From an optimization exercise on the open Yosys and OpenROAD flow, aimed at small area, a short achievable clock period and few clock cycles; shortcuts taken in it are not production practice. Where RTL was checked, it was by simulation tests only, not by an equivalence proof against the original. Power and IR drop assume default switching activity.

// vsa16
module vsa16(clock, rst, PC, instruction, ALUOutput, datain, dataout, wr);
    input         clock;
    input         rst;
    output [11:0] PC;
    input  [15:0] instruction;
    output [15:0] ALUOutput;
    input  [15:0] datain;
    output [15:0] dataout;
    output        wr;
    reg [10:0] pc_q;                 
    reg [15:0] R1, R2, R3;           
    reg [15:0] xa;                   
    reg [15:0] xb;                   
    reg        xc;                   
    reg [2:0]  xf;                   
    reg        x_we;                 
    reg        x_ld;                 
    reg [1:0]  x_rd;
    reg        wr;                   
    reg [1:0]  x_rs2;                
    assign PC = {pc_q, 1'b0};
    wire [16:0] sum17 = {xa, xc} + {xb, xc};
    wire [15:0] sum = sum17[16:1];
    assign ALUOutput = sum;
    reg [15:0] res;
    always @(*) begin
        case (xf)
            3'd2: res = xa & xb;
            3'd3: res = xa | xb;
            3'd4: res = xa ^ xb;
            3'd5: res = {1'b0, xa[15:1]};
            default: res = sum;
        endcase
    end
    wire [15:0] wdata = x_ld ? datain : res;
    reg [15:0] sd;
    always @(*) begin
        case (x_rs2)
            2'd1: sd = R1;
            2'd2: sd = R2;
            2'd3: sd = R3;
            default: sd = 16'd0;
        endcase
    end
    assign dataout = sd;
    wire [2:0]  op  = instruction[2:0];
    wire [1:0]  rs1 = instruction[4:3];
    wire [1:0]  rs2 = instruction[6:5];
    wire [1:0]  rd  = instruction[8:7];
    wire [2:0]  fn  = instruction[11:9];    
    wire [15:0] imm = {{7{instruction[15]}}, instruction[15:7]};
  ...
==> module vsa16, before the edit <==
module vsa16(clock, rst, PC, instruction, ALUOutput, datain, dataout, wr);
    input         clock;
    input         rst;
    output [11:0] PC;
    input  [15:0] instruction;
    output [15:0] ALUOutput;
    input  [15:0] datain;
    output [15:0] dataout;
    output        wr;
    reg [10:0] pc_q;                 
    reg [15:0] R1, R2, R3;           
    reg [15:0] xa;                   
    reg [15:0] xb;                   
    reg        xc;                   
    reg [2:0]  xf;                   
    reg        x_we;                 
    reg        x_ld;                 
    reg [1:0]  x_rd;
    reg        wr;                   
    reg [1:0]  x_rs2;                
    assign PC = {pc_q, 1'b0};
    wire [16:0] sum17 = {xa, xc} + {xb, xc};
    wire [15:0] sum = sum17[16:1];
    assign ALUOutput = sum;
    reg [15:0] res;
    always @(*) begin
        case (xf)
            3'd2: res = xa & xb;
            3'd3: res = xa | xb;
            3'd4: res = xa ^ xb;
            3'd5: res = {1'b0, xa[15:1]};
            default: res = sum;
        endcase
    end
    wire [15:0] wdata = x_ld ? datain : res;
    reg [15:0] sd;
    always @(*) begin
        case (x_rs2)
            2'd1: sd = R1;
            2'd2: sd = R2;
            2'd3: sd = R3;
            default: sd = 16'd0;
        endcase
    end
    assign dataout = sd;
    wire [2:0]  op  = instruction[2:0];
    wire [1:0]  rs1 = instruction[4:3];
    wire [1:0]  rs2 = instruction[6:5];
    wire [1:0]  rd  = instruction[8:7];
    wire [2:0]  fn  = instruction[11:9];    
    wire [15:0] imm = {{7{instruction[15]}}, instruction[15:7]};
    wire is_lw   = op == 3'd0;
    wire is_sw   = op == 3'd1;
    wire is_beqz = op == 3'd2;
    wire is_rr   = op == 3'd3;
    wire is_addi = op == 3'd4;
    wire is_subi = op == 3'd5;
    wire fwd1 = x_we && x_rd == rs1;
    wire fwd2 = x_we && x_rd == rs2;
    reg [15:0] A, B;
    always @(*) begin
        if (fwd1) A = wdata;
        else case (rs1)
            2'd1: A = R1;
            2'd2: A = R2;
            2'd3: A = R3;
            default: A = 16'd0;
        endcase
        if (fwd2) B = wdata;
        else case (rs2)
            2'd1: B = R1;
            2'd2: B = R2;
            2'd3: B = R3;
            default: B = 16'd0;
        endcase
    end
    wire        sub  = is_subi | (is_rr & fn == 3'd1);
    wire [15:0] op2  = is_rr ? B : imm;
    wire [2:0]  f    = (is_rr && fn > 3'd1) ? fn : 3'd0;
    wire [1:0] dest = is_rr ? rd : ((is_lw | is_addi | is_subi) ? rs2 : 2'd0);
    wire        taken = is_beqz & (A == 16'd0);
    wire [10:0] npc   = pc_q + 11'd1;
    wire [10:0] tpc   = pc_q + 11'd1 + imm[10:0];
    always @(posedge clock) begin
        xa    <= A;
        xb    <= sub ? ~op2 : op2;
        xc    <= sub;
        xf    <= f;
        x_ld  <= is_lw;
        x_rd  <= dest;
        x_rs2 <= rs2;
        if (rst) begin
            pc_q <= 11'd0;
            x_we <= 1'b0;
            wr   <= 1'b0;
        end else begin
            pc_q <= taken ? tpc : npc;
            x_we <= dest != 2'd0;
            wr   <= is_sw;
        end
    end
    always @(posedge clock) begin
        if (rst) begin
            R1 <= 16'd0;
            R2 <= 16'd0;
            R3 <= 16'd0;
        end else if (x_we) begin
            if (x_rd == 2'd1) R1 <= wdata;
            if (x_rd == 2'd2) R2 <= wdata;
            if (x_rd == 2'd3) R3 <= wdata;
        end
    end
endmodule
Settings: LEC_CHECK=0, ABC_AREA=1, CAP_MARGIN=20, CORE_MARGIN=2, CORE_UTILIZATION=40, SETUP_SLACK_MARGIN=3.6, SLEW_MARGIN=20; clock period 7.0 ns.
standard.sh (not shown) runs the stock make flow with config.mk's settings and CLKGATE_MAP_FILE= SYNTH_SCRIPT=/design/flow/synth_recipe.tcl, a recipe that flattens the netlist after the stock synthesis.
==> flow/flow/run.sh <==
#!/bin/bash
# Standard ORFS layout (the standard.sh, unchanged synthesis), with two
# placement/sizing settings changed:
#  - port buffers are plain buf cells instead of the platform's default
#    delay-buffer choice;
#  - the resizer may swap cells across footprints (MATCH_CELL_FOOTPRINT=0),
#    so port buffers and other cells can be sized to the timing they see.
# Every tool's output is in orfs/logs/ (one log per ORFS step); make's own
# output is in flow_make.log.
set -euo pipefail
bash standard.sh MATCH_CELL_FOOTPRINT=0 \
  "BUFFER_PORTS_ARGS=-buffer_cell sky130_fd_sc_hd__buf_1" \
  finish > flow_make.log 2>&1
Next try:
--- a/flow/design.v
+++ b/flow/design.v
@@ -12,26 +12,33 @@
     reg [15:0] xa;                   
     reg [15:0] xb;                   
     reg        xc;                   
-    reg [2:0]  xf;                   
+    reg [3:0]  xf;                   
     reg        x_we;                 
     reg        x_ld;                 
     reg [1:0]  x_rd;
     reg        wr;                   
     reg [1:0]  x_rs2;                
     assign PC = {pc_q, 1'b0};
-    wire [16:0] sum17 = {xa, xc} + {xb, xc};
-    wire [15:0] sum = sum17[16:1];
+    wire [15:0] p = xa ^ xb;
+    wire [15:0] g = xa & xb;
+    reg  [15:0] pg, pp;              
+    integer     l, k;
+    always @(*) begin
+        pg = {g[14:0], xc};
+        pp = {p[14:0], 1'b0};
+        for (l = 0; l < 4; l = l + 1)
+            for (k = 15; k >= 0; k = k - 1)
+                if ((k >> l) & 1) begin
+                    pg[k] = pg[k] | (pp[k] & pg[((k >> l) << l) - 1]);
+                    pp[k] = pp[k] & pp[((k >> l) << l) - 1];
+                end
+    end
+    wire [15:0] sum = p ^ pg;
     assign ALUOutput = sum;
-    reg [15:0] res;
-    always @(*) begin
-        case (xf)
-            3'd2: res = xa & xb;
-            3'd3: res = xa | xb;
-            3'd4: res = xa ^ xb;
-            3'd5: res = {1'b0, xa[15:1]};
-            default: res = sum;
-        endcase
-    end
+    wire [15:0] res = ({16{xf[0]}} & sum)
+                    | ({16{xf[1]}} & g)
+                    | ({16{xf[2]}} & p)
+                    | ({16{xf[3]}} & {1'b0, xa[15:1]});
     wire [15:0] wdata = x_ld ? datain : res;
     reg [15:0] sd;
     always @(*) begin
@@ -76,7 +83,7 @@
     end
     wire        sub  = is_subi | (is_rr & fn == 3'd1);
     wire [15:0] op2  = is_rr ? B : imm;
-    wire [2:0]  f    = (is_rr && fn > 3'd1) ? fn : 3'd0;
+    wire [3:0]  f    = {is_rr & fn >= 3'd5, is_rr & (fn == 3'd3 | fn == 3'd4), is_rr & (fn == 3'd2 | fn == 3'd3), ~is_rr | fn <= 3'd1};
     wire [1:0] dest = is_rr ? rd : ((is_lw | is_addi | is_subi) ? rs2 : 2'd0);
     wire        taken = is_beqz & (A == 16'd0);
     wire [10:0] npc   = pc_q + 11'd1;
Combinational power went down by roughly a tenth.
Wire length decreases by about a fifth.
Core utilization climbs by 0.75 points.
Die area shrinks by roughly a tenth.
Sequential power went up slightly.
Cell area falls by roughly a tenth.
Fmax goes down by a few percent.
Function was not checked in any run of this note: the RTL went through the layout flow alone.

========
## before
Another version of the RTL of vsa16 (not shown whole).
Size: about 79 I/O pins.
==> module vsa16, before the edit <==
module vsa16(clock, rst, PC, instruction, ALUOutput, datain, dataout, wr);
    input         clock;
    input         rst;
    output [11:0] PC;
    input  [15:0] instruction;
    output [15:0] ALUOutput;
    input  [15:0] datain;
    output [15:0] dataout;
    output        wr;
    reg [10:0] pc_q;                 
    reg [15:0] R1, R2, R3;           
    reg [15:0] xp;                   
    reg [15:0] xg;                   
    reg        xc;                   
    reg [3:0]  xf;                   
    reg        x_we;                 
    reg        x_ld;                 
    reg [1:0]  x_rd;
    reg        wr;                   
    reg [1:0]  x_rs2;                
    assign PC = {pc_q, 1'b0};
    wire [15:0] p = xp;
    wire [15:0] g = xg;
    reg  [15:0] pg, pp;              
    integer     l, k;
    always @(*) begin
        pg = {g[14:0], xc};
        pp = {p[14:0], 1'b0};
        for (l = 0; l < 4; l = l + 1)
            for (k = 15; k >= 0; k = k - 1)
                if ((k >> l) & 1) begin
                    pg[k] = pg[k] | (pp[k] & pg[((k >> l) << l) - 1]);
                    pp[k] = pp[k] & pp[((k >> l) << l) - 1];
                end
    end
    wire [15:0] sum = p ^ pg;
    assign ALUOutput = sum;
    wire [15:0] res = ({16{xf[0]}} & sum)
                    | ({16{xf[1]}} & g)
                    | ({16{xf[2]}} & p)
                    | ({16{xf[3]}} & {1'b0, xp[15:1]});
    wire [15:0] wdata = x_ld ? datain : res;
    reg [15:0] sd;
    always @(*) begin
        case (x_rs2)
            2'd1: sd = R1;
            2'd2: sd = R2;
            2'd3: sd = R3;
            default: sd = 16'd0;
        endcase
    end
    assign dataout = sd;
    wire [2:0]  op  = instruction[2:0];
    wire [1:0]  rs1 = instruction[4:3];
    wire [1:0]  rs2 = instruction[6:5];
    wire [1:0]  rd  = instruction[8:7];
    wire [2:0]  fn  = instruction[11:9];    
    wire [15:0] imm = {{7{instruction[15]}}, instruction[15:7]};
    wire is_lw   = op == 3'd0;
    wire is_sw   = op == 3'd1;
    wire is_beqz = op == 3'd2;
    wire is_rr   = op == 3'd3;
    wire is_addi = op == 3'd4;
    wire is_subi = op == 3'd5;
    wire fwd1 = x_we && x_rd == rs1;
    wire fwd2 = x_we && x_rd == rs2;
    reg [15:0] A, B;
    always @(*) begin
        if (fwd1) A = wdata;
        else case (rs1)
            2'd1: A = R1;
            2'd2: A = R2;
            2'd3: A = R3;
            default: A = 16'd0;
        endcase
        if (fwd2) B = wdata;
        else case (rs2)
            2'd1: B = R1;
            2'd2: B = R2;
            2'd3: B = R3;
            default: B = 16'd0;
        endcase
    end
    wire        sub  = is_subi | (is_rr & fn == 3'd1);
    wire        srl  = is_rr & fn >= 3'd5;      
    wire [15:0] op2  = is_rr ? B : imm;
    wire [15:0] op2x = srl ? 16'd0 : sub ? ~op2 : op2;
    wire [3:0]  f    = {is_rr & fn >= 3'd5, is_rr & (fn == 3'd3 | fn == 3'd4), is_rr & (fn == 3'd2 | fn == 3'd3), ~is_rr | fn <= 3'd1};
    wire [1:0] dest = is_rr ? rd : ((is_lw | is_addi | is_subi) ? rs2 : 2'd0);
    reg za;
    always @(*) begin
        if (fwd1) za = wdata == 16'd0;
        else case (rs1)
            2'd1: za = R1 == 16'd0;
            2'd2: za = R2 == 16'd0;
            2'd3: za = R3 == 16'd0;
            default: za = 1'b1;
        endcase
    end
    wire        taken = is_beqz & za;
    wire [10:0] npc   = pc_q + 11'd1;
    wire [10:0] tpc   = pc_q + 11'd1 + imm[10:0];
    always @(posedge clock) begin
        xp    <= A ^ op2x;
        xg    <= A & op2x;
        xc    <= sub;
        xf    <= f;
        x_ld  <= is_lw;
        x_rd  <= dest;
        x_rs2 <= rs2;
        if (rst) begin
            pc_q <= 11'd0;
            x_we <= 1'b0;
            wr   <= 1'b0;
        end else begin
            pc_q <= taken ? tpc : npc;
            x_we <= dest != 2'd0;
            wr   <= is_sw;
        end
    end
    always @(posedge clock) begin
        if (rst) begin
            R1 <= 16'd0;
            R2 <= 16'd0;
            R3 <= 16'd0;
        end else if (x_we) begin
            if (x_rd == 2'd1) R1 <= wdata;
            if (x_rd == 2'd2) R2 <= wdata;
            if (x_rd == 2'd3) R3 <= wdata;
        end
    end
endmodule
export LEC_CHECK = 0
export ABC_AREA = 1
export CAP_MARGIN = 20
export CORE_MARGIN = 2
export CORE_UTILIZATION = 40
export SETUP_SLACK_MARGIN = 3.4
export SLEW_MARGIN = 20
create_clock -name core_clock -period 7.0 [get_ports {clock}]
Scripts as last shown in full above: flow/flow/run.sh
Testbench counts of before, summed over its fixed seeds: cycles 22,626.
Here is what was changed in the inputs of after compared with before.
--- a/flow/design.v
+++ b/flow/design.v
@@ -27,11 +27,11 @@
         pg = {g[14:0], xc};
         pp = {p[14:0], 1'b0};
         for (l = 0; l < 4; l = l + 1)
             for (k = 15; k >= 0; k = k - 1)
-                if ((k >> l) & 1) begin
-                    pg[k] = pg[k] | (pp[k] & pg[((k >> l) << l) - 1]);
-                    pp[k] = pp[k] & pp[((k >> l) << l) - 1];
+                if (k >= (1 << l)) begin
+                    pg[k] = pg[k] | (pp[k] & pg[k - (1 << l)]);
+                    pp[k] = pp[k] & pp[k - (1 << l)];
                 end
     end
     wire [15:0] sum = p ^ pg;
     assign ALUOutput = sum;
[summary]
- after ended with every stage complete and zero timing, DRC or antenna violations.
- For non-clock buffer count, dividing the value from after by the value from before gives 1.08.
- Comparing fraction of power spent switching nets for after and before, the smaller number came from before.
- Against before, after comes in 1.62 ns higher on data required time of the critical path.
- The die area of after was inferior to that of before.
- Sort after and before by sequential share of layout area, descending, and before comes first.
- Compared with before, in after setup slack picked up an extra 0.028 ns, final-layout clock-cell area share now sits at about the same level, via count +553, global routing usage summed across all routing layers increased 1.3 points.
- The estimated power of after ends up higher than the estimate for before.
- Against before, number of instances in the synthesized netlist in after rose by a little under 10%.
- Cmp after and before / design area / higher: after
Only the layout flow was run in after; the RTL was not checked for function there.

========
## build 89
vsa16, a different RTL version from the one above (not shown whole).
Size: ~100 flip-flops, ~79 I/O pins.
==> module vsa16, before the edit <==
module vsa16(clock, rst, PC, instruction, ALUOutput, datain, dataout, wr);
    input         clock;
    input         rst;
    output [11:0] PC;
    input  [15:0] instruction;
    output [15:0] ALUOutput;
    input  [15:0] datain;
    output [15:0] dataout;
    output        wr;
    reg [10:0] pc_q;                 
    reg [15:0] R1, R2, R3;           
    reg [15:0] xp;                   
    reg [15:0] xg;                   
    reg [3:0]  xf;                   
    reg        x_we;                 
    reg        x_ld;                 
    reg [1:0]  x_rd;
    reg        wr;                   
    reg [1:0]  x_rs2;                
    assign PC = {pc_q, 1'b0};
    wire [15:0] p = xp;
    wire [15:0] g = xg;
    reg  [15:0] pg, pp;              
    integer     l, k;
    always @(*) begin
        pg = g;
        pp = p;
        for (l = 0; l < 4; l = l + 1)
            for (k = 15; k >= 0; k = k - 1)
                if ((k >> l) & 1) begin
                    pg[k] = pg[k] | (pp[k] & pg[((k >> l) << l) - 1]);
                    pp[k] = pp[k] & pp[((k >> l) << l) - 1];
                end
    end
    wire [15:0] sum = p ^ {pg[14:0], 1'b0};
    assign ALUOutput = sum;
    wire [15:0] res = ({16{xf[0]}} & sum)
                    | ({16{xf[1]}} & g)
                    | ({16{xf[2]}} & p)
                    | ({16{xf[3]}} & {1'b0, xp[15:1]});
    wire [15:0] wdata = x_ld ? datain : res;
    reg [15:0] sd;
    always @(*) begin
        case (x_rs2)
            2'd1: sd = R1;
            2'd2: sd = R2;
            2'd3: sd = R3;
            default: sd = 16'd0;
        endcase
    end
    assign dataout = sd;
    wire [2:0]  op  = instruction[2:0];
    wire [1:0]  rs1 = instruction[4:3];
    wire [1:0]  rs2 = instruction[6:5];
    wire [1:0]  rd  = instruction[8:7];
    wire [2:0]  fn  = instruction[11:9];    
    wire [15:0] imm = {{7{instruction[15]}}, instruction[15:7]};
    wire is_lw   = op == 3'd0;
    wire is_sw   = op == 3'd1;
    wire is_beqz = op == 3'd2;
    wire is_rr   = op == 3'd3;
    wire is_addi = op == 3'd4;
    wire is_subi = op == 3'd5;
    wire [15:0] E1 = (x_we && x_rd == 2'd1) ? wdata : R1;
    wire [15:0] E2 = (x_we && x_rd == 2'd2) ? wdata : R2;
    wire [15:0] E3 = (x_we && x_rd == 2'd3) ? wdata : R3;
    wire [15:0] A = ({16{rs1 == 2'd1}} & E1) | ({16{rs1 == 2'd2}} & E2) | ({16{rs1 == 2'd3}} & E3);
    wire [15:0] B = ({16{rs2 == 2'd1}} & E1) | ({16{rs2 == 2'd2}} & E2) | ({16{rs2 == 2'd3}} & E3);
    wire        sub  = is_subi | (is_rr & fn == 3'd1);
    wire        srl  = is_rr & fn >= 3'd5;      
    wire [15:0] op2  = is_rr ? B : imm;
    wire [15:0] op2x = srl ? 16'd0 : sub ? ~op2 : op2;
    wire [15:0] pa   = A ^ op2x;
    wire [15:0] ga   = A & op2x;
    wire [3:0]  f    = {is_rr & fn >= 3'd5, is_rr & (fn == 3'd3 | fn == 3'd4), is_rr & (fn == 3'd2 | fn == 3'd3), ~is_rr | fn <= 3'd1};
    wire [1:0] dest = is_rr ? rd : ((is_lw | is_addi | is_subi) ? rs2 : 2'd0);
    wire za = (rs1 == 2'd0) | (rs1 == 2'd1 & E1 == 16'd0) | (rs1 == 2'd2 & E2 == 16'd0) | (rs1 == 2'd3 & E3 == 16'd0);
    wire        taken = is_beqz & za;
    wire [10:0] npc   = pc_q + 11'd1;
    wire [10:0] tpc   = pc_q + 11'd1 + imm[10:0];
    always @(posedge clock) begin
        xp    <= {pa[15:1], pa[0] ^ sub};
        xg    <= {ga[15:1], ga[0] | (pa[0] & sub)};
        xf    <= f;
        x_ld  <= is_lw;
        x_rd  <= dest;
        x_rs2 <= rs2;
        if (rst) begin
            pc_q <= 11'd0;
            x_we <= 1'b0;
            wr   <= 1'b0;
        end else begin
            pc_q <= taken ? tpc : npc;
            x_we <= dest != 2'd0;
            wr   <= is_sw;
        end
    end
    always @(posedge clock) begin
        if (rst) begin
            R1 <= 16'd0;
            R2 <= 16'd0;
            R3 <= 16'd0;
        end else if (x_we) begin
            if (x_rd == 2'd1) R1 <= wdata;
            if (x_rd == 2'd2) R2 <= wdata;
            if (x_rd == 2'd3) R3 <= wdata;
        end
    end
endmodule
==> flow/config.mk <==
export PLATFORM = sky130hd
export DESIGN_NAME = vsa16
export DESIGN_NICKNAME = vsa16
export VERILOG_FILES = /design/flow/design.v
export SDC_FILE = /design/flow/constraint.sdc
export NUM_CORES = 4
export LEC_CHECK = 0
export ABC_AREA = 1
export CAP_MARGIN = 20
export CORE_MARGIN = 2
export CORE_UTILIZATION = 40
export CTS_BUF_LIST = sky130_fd_sc_hd__clkbuf_8
export SETUP_SLACK_MARGIN = 3.5
export SLEW_MARGIN = 20
==> flow/constraint.sdc <==
create_clock -name core_clock -period 7.0 [get_ports {clock}]
set_input_delay 1.4000 -clock core_clock [delete_from_list [all_inputs] [get_ports {clock}]]
set_output_delay 1.4000 -clock core_clock [all_outputs]
set_load 0.01 [all_outputs]
Scripts as last shown in full above: flow/flow/run.sh
In summary, build 89 completed successfully, with a layout that passed the timing, DRC and antenna checks.
The inputs of trial 6 differ from those of build 89 as listed below.
--- a/flow/design.v
+++ b/flow/design.v
@@ -58,26 +58,49 @@
     wire is_lw   = op == 3'd0;
     wire is_sw   = op == 3'd1;
     wire is_beqz = op == 3'd2;
     wire is_rr   = op == 3'd3;
     wire is_addi = op == 3'd4;
     wire is_subi = op == 3'd5;
-    wire [15:0] E1 = (x_we && x_rd == 2'd1) ? wdata : R1;
-    wire [15:0] E2 = (x_we && x_rd == 2'd2) ? wdata : R2;
-    wire [15:0] E3 = (x_we && x_rd == 2'd3) ? wdata : R3;
-    wire [15:0] A = ({16{rs1 == 2'd1}} & E1) | ({16{rs1 == 2'd2}} & E2) | ({16{rs1 == 2'd3}} & E3);
-    wire [15:0] B = ({16{rs2 == 2'd1}} & E1) | ({16{rs2 == 2'd2}} & E2) | ({16{rs2 == 2'd3}} & E3);
+    wire fwd1 = x_we && x_rd == rs1;
+    wire fwd2 = x_we && x_rd == rs2;
+    reg [15:0] A, B;
+    always @(*) begin
+        if (fwd1) A = wdata;
+        else case (rs1)
+            2'd1: A = R1;
+            2'd2: A = R2;
+            2'd3: A = R3;
+            default: A = 16'd0;
+        endcase
+        if (fwd2) B = wdata;
+        else case (rs2)
+            2'd1: B = R1;
+            2'd2: B = R2;
+            2'd3: B = R3;
+            default: B = 16'd0;
+        endcase
+    end
     wire        sub  = is_subi | (is_rr & fn == 3'd1);
     wire        srl  = is_rr & fn >= 3'd5;      
     wire [15:0] op2  = is_rr ? B : imm;
     wire [15:0] op2x = srl ? 16'd0 : sub ? ~op2 : op2;
     wire [15:0] pa   = A ^ op2x;
     wire [15:0] ga   = A & op2x;
     wire [3:0]  f    = {is_rr & fn >= 3'd5, is_rr & (fn == 3'd3 | fn == 3'd4), is_rr & (fn == 3'd2 | fn == 3'd3), ~is_rr | fn <= 3'd1};
     wire [1:0] dest = is_rr ? rd : ((is_lw | is_addi | is_subi) ? rs2 : 2'd0);
-    wire za = (rs1 == 2'd0) | (rs1 == 2'd1 & E1 == 16'd0) | (rs1 == 2'd2 & E2 == 16'd0) | (rs1 == 2'd3 & E3 == 16'd0);
+    reg za;
+    always @(*) begin
+        if (fwd1) za = wdata == 16'd0;
+        else case (rs1)
+            2'd1: za = R1 == 16'd0;
+            2'd2: za = R2 == 16'd0;
+            2'd3: za = R3 == 16'd0;
+            default: za = 1'b1;
+        endcase
+    end
     wire        taken = is_beqz & za;
     wire [10:0] npc   = pc_q + 11'd1;
     wire [10:0] tpc   = pc_q + 11'd1 + imm[10:0];
     always @(posedge clock) begin
         xp    <= {pa[15:1], pa[0] ^ sub};
         xg    <= {ga[15:1], ga[0] | (pa[0] & sub)};
Relative to build 89, final routed wirelength across all metal layers has decreased by 5.3% in trial 6.
Sort build 89 and trial 6 by buffers inserted during post-CTS setup optimization desc -> top: build 89
Build 89 has higher aggregate global-route resource usage than trial 6.
Looking only at final critical delay including setup and external delays, and setting everything else aside, the lower value of build 89 and trial 6 goes to build 89.
Against build 89, trial 6 comes in 8 higher on cell depth of the worst setup path.
Against build 89 as the reference, trial 6 delivers a lower final design instance area without fill.
Between trial 6 and build 89, it is trial 6 whose average detailed-routed wire length per instance is lower, by about 5%.
In trial 6, the area overhead of the layout relative to synthesis came out 4.4 points below the value in build 89.
Taking build 89 as the reference, in trial 6 largest net degree at the start of global routing went down; total power went down; final worst-path cycle share went up; worst-margin pin slew went down.
Testbench counts of trial 6, summed over its fixed seeds: cycles 22,626.
The RTL of build 89 was laid out without a check of its function.

[port drivers added, routing unchanged]
The flow's constraints put no driver on any port. The routed layouts listed below were extracted and timed again, unchanged, in two steps. Step 1: set_driving_cell puts a clkbuf_16 on clock and a buf_2 on each other input, an assumption about the parent block. Step 2 also shifts input and output timing later by t, the mid clock arrival at the registers, as if the neighbouring blocks saw the same clock. a / b / c = ideal ports / drivers / drivers and shift; a / b = the first two.
run	shift t [ns]	setup WS [ns]	slew at the worst register clock pin (ns)	pins driven straight from the clock port
the first run of note 1	0.387	3.616 / 3.579 / 3.374	0.07 / 0.07	1
the second run of note 1	0.384	3.451 / 3.411 / 3.420	0.07 / 0.07	1
before	0.396	3.609 / 3.565 / 3.245	0.07 / 0.07	1
after	0.396	3.637 / 3.654 / 3.258	0.07 / 0.07	1
build 89	0.430	3.639 / 3.597 / 3.289	0.11 / 0.11	1
trial 6	0.427	3.617 / 3.578 / 3.208	0.10 / 0.10	1
After both steps setup and hold are still met in every run listed. For trial 6, which loses most, drivers alone change the setup slack by -0.039 ns; drivers and shift together by -0.409 ns.
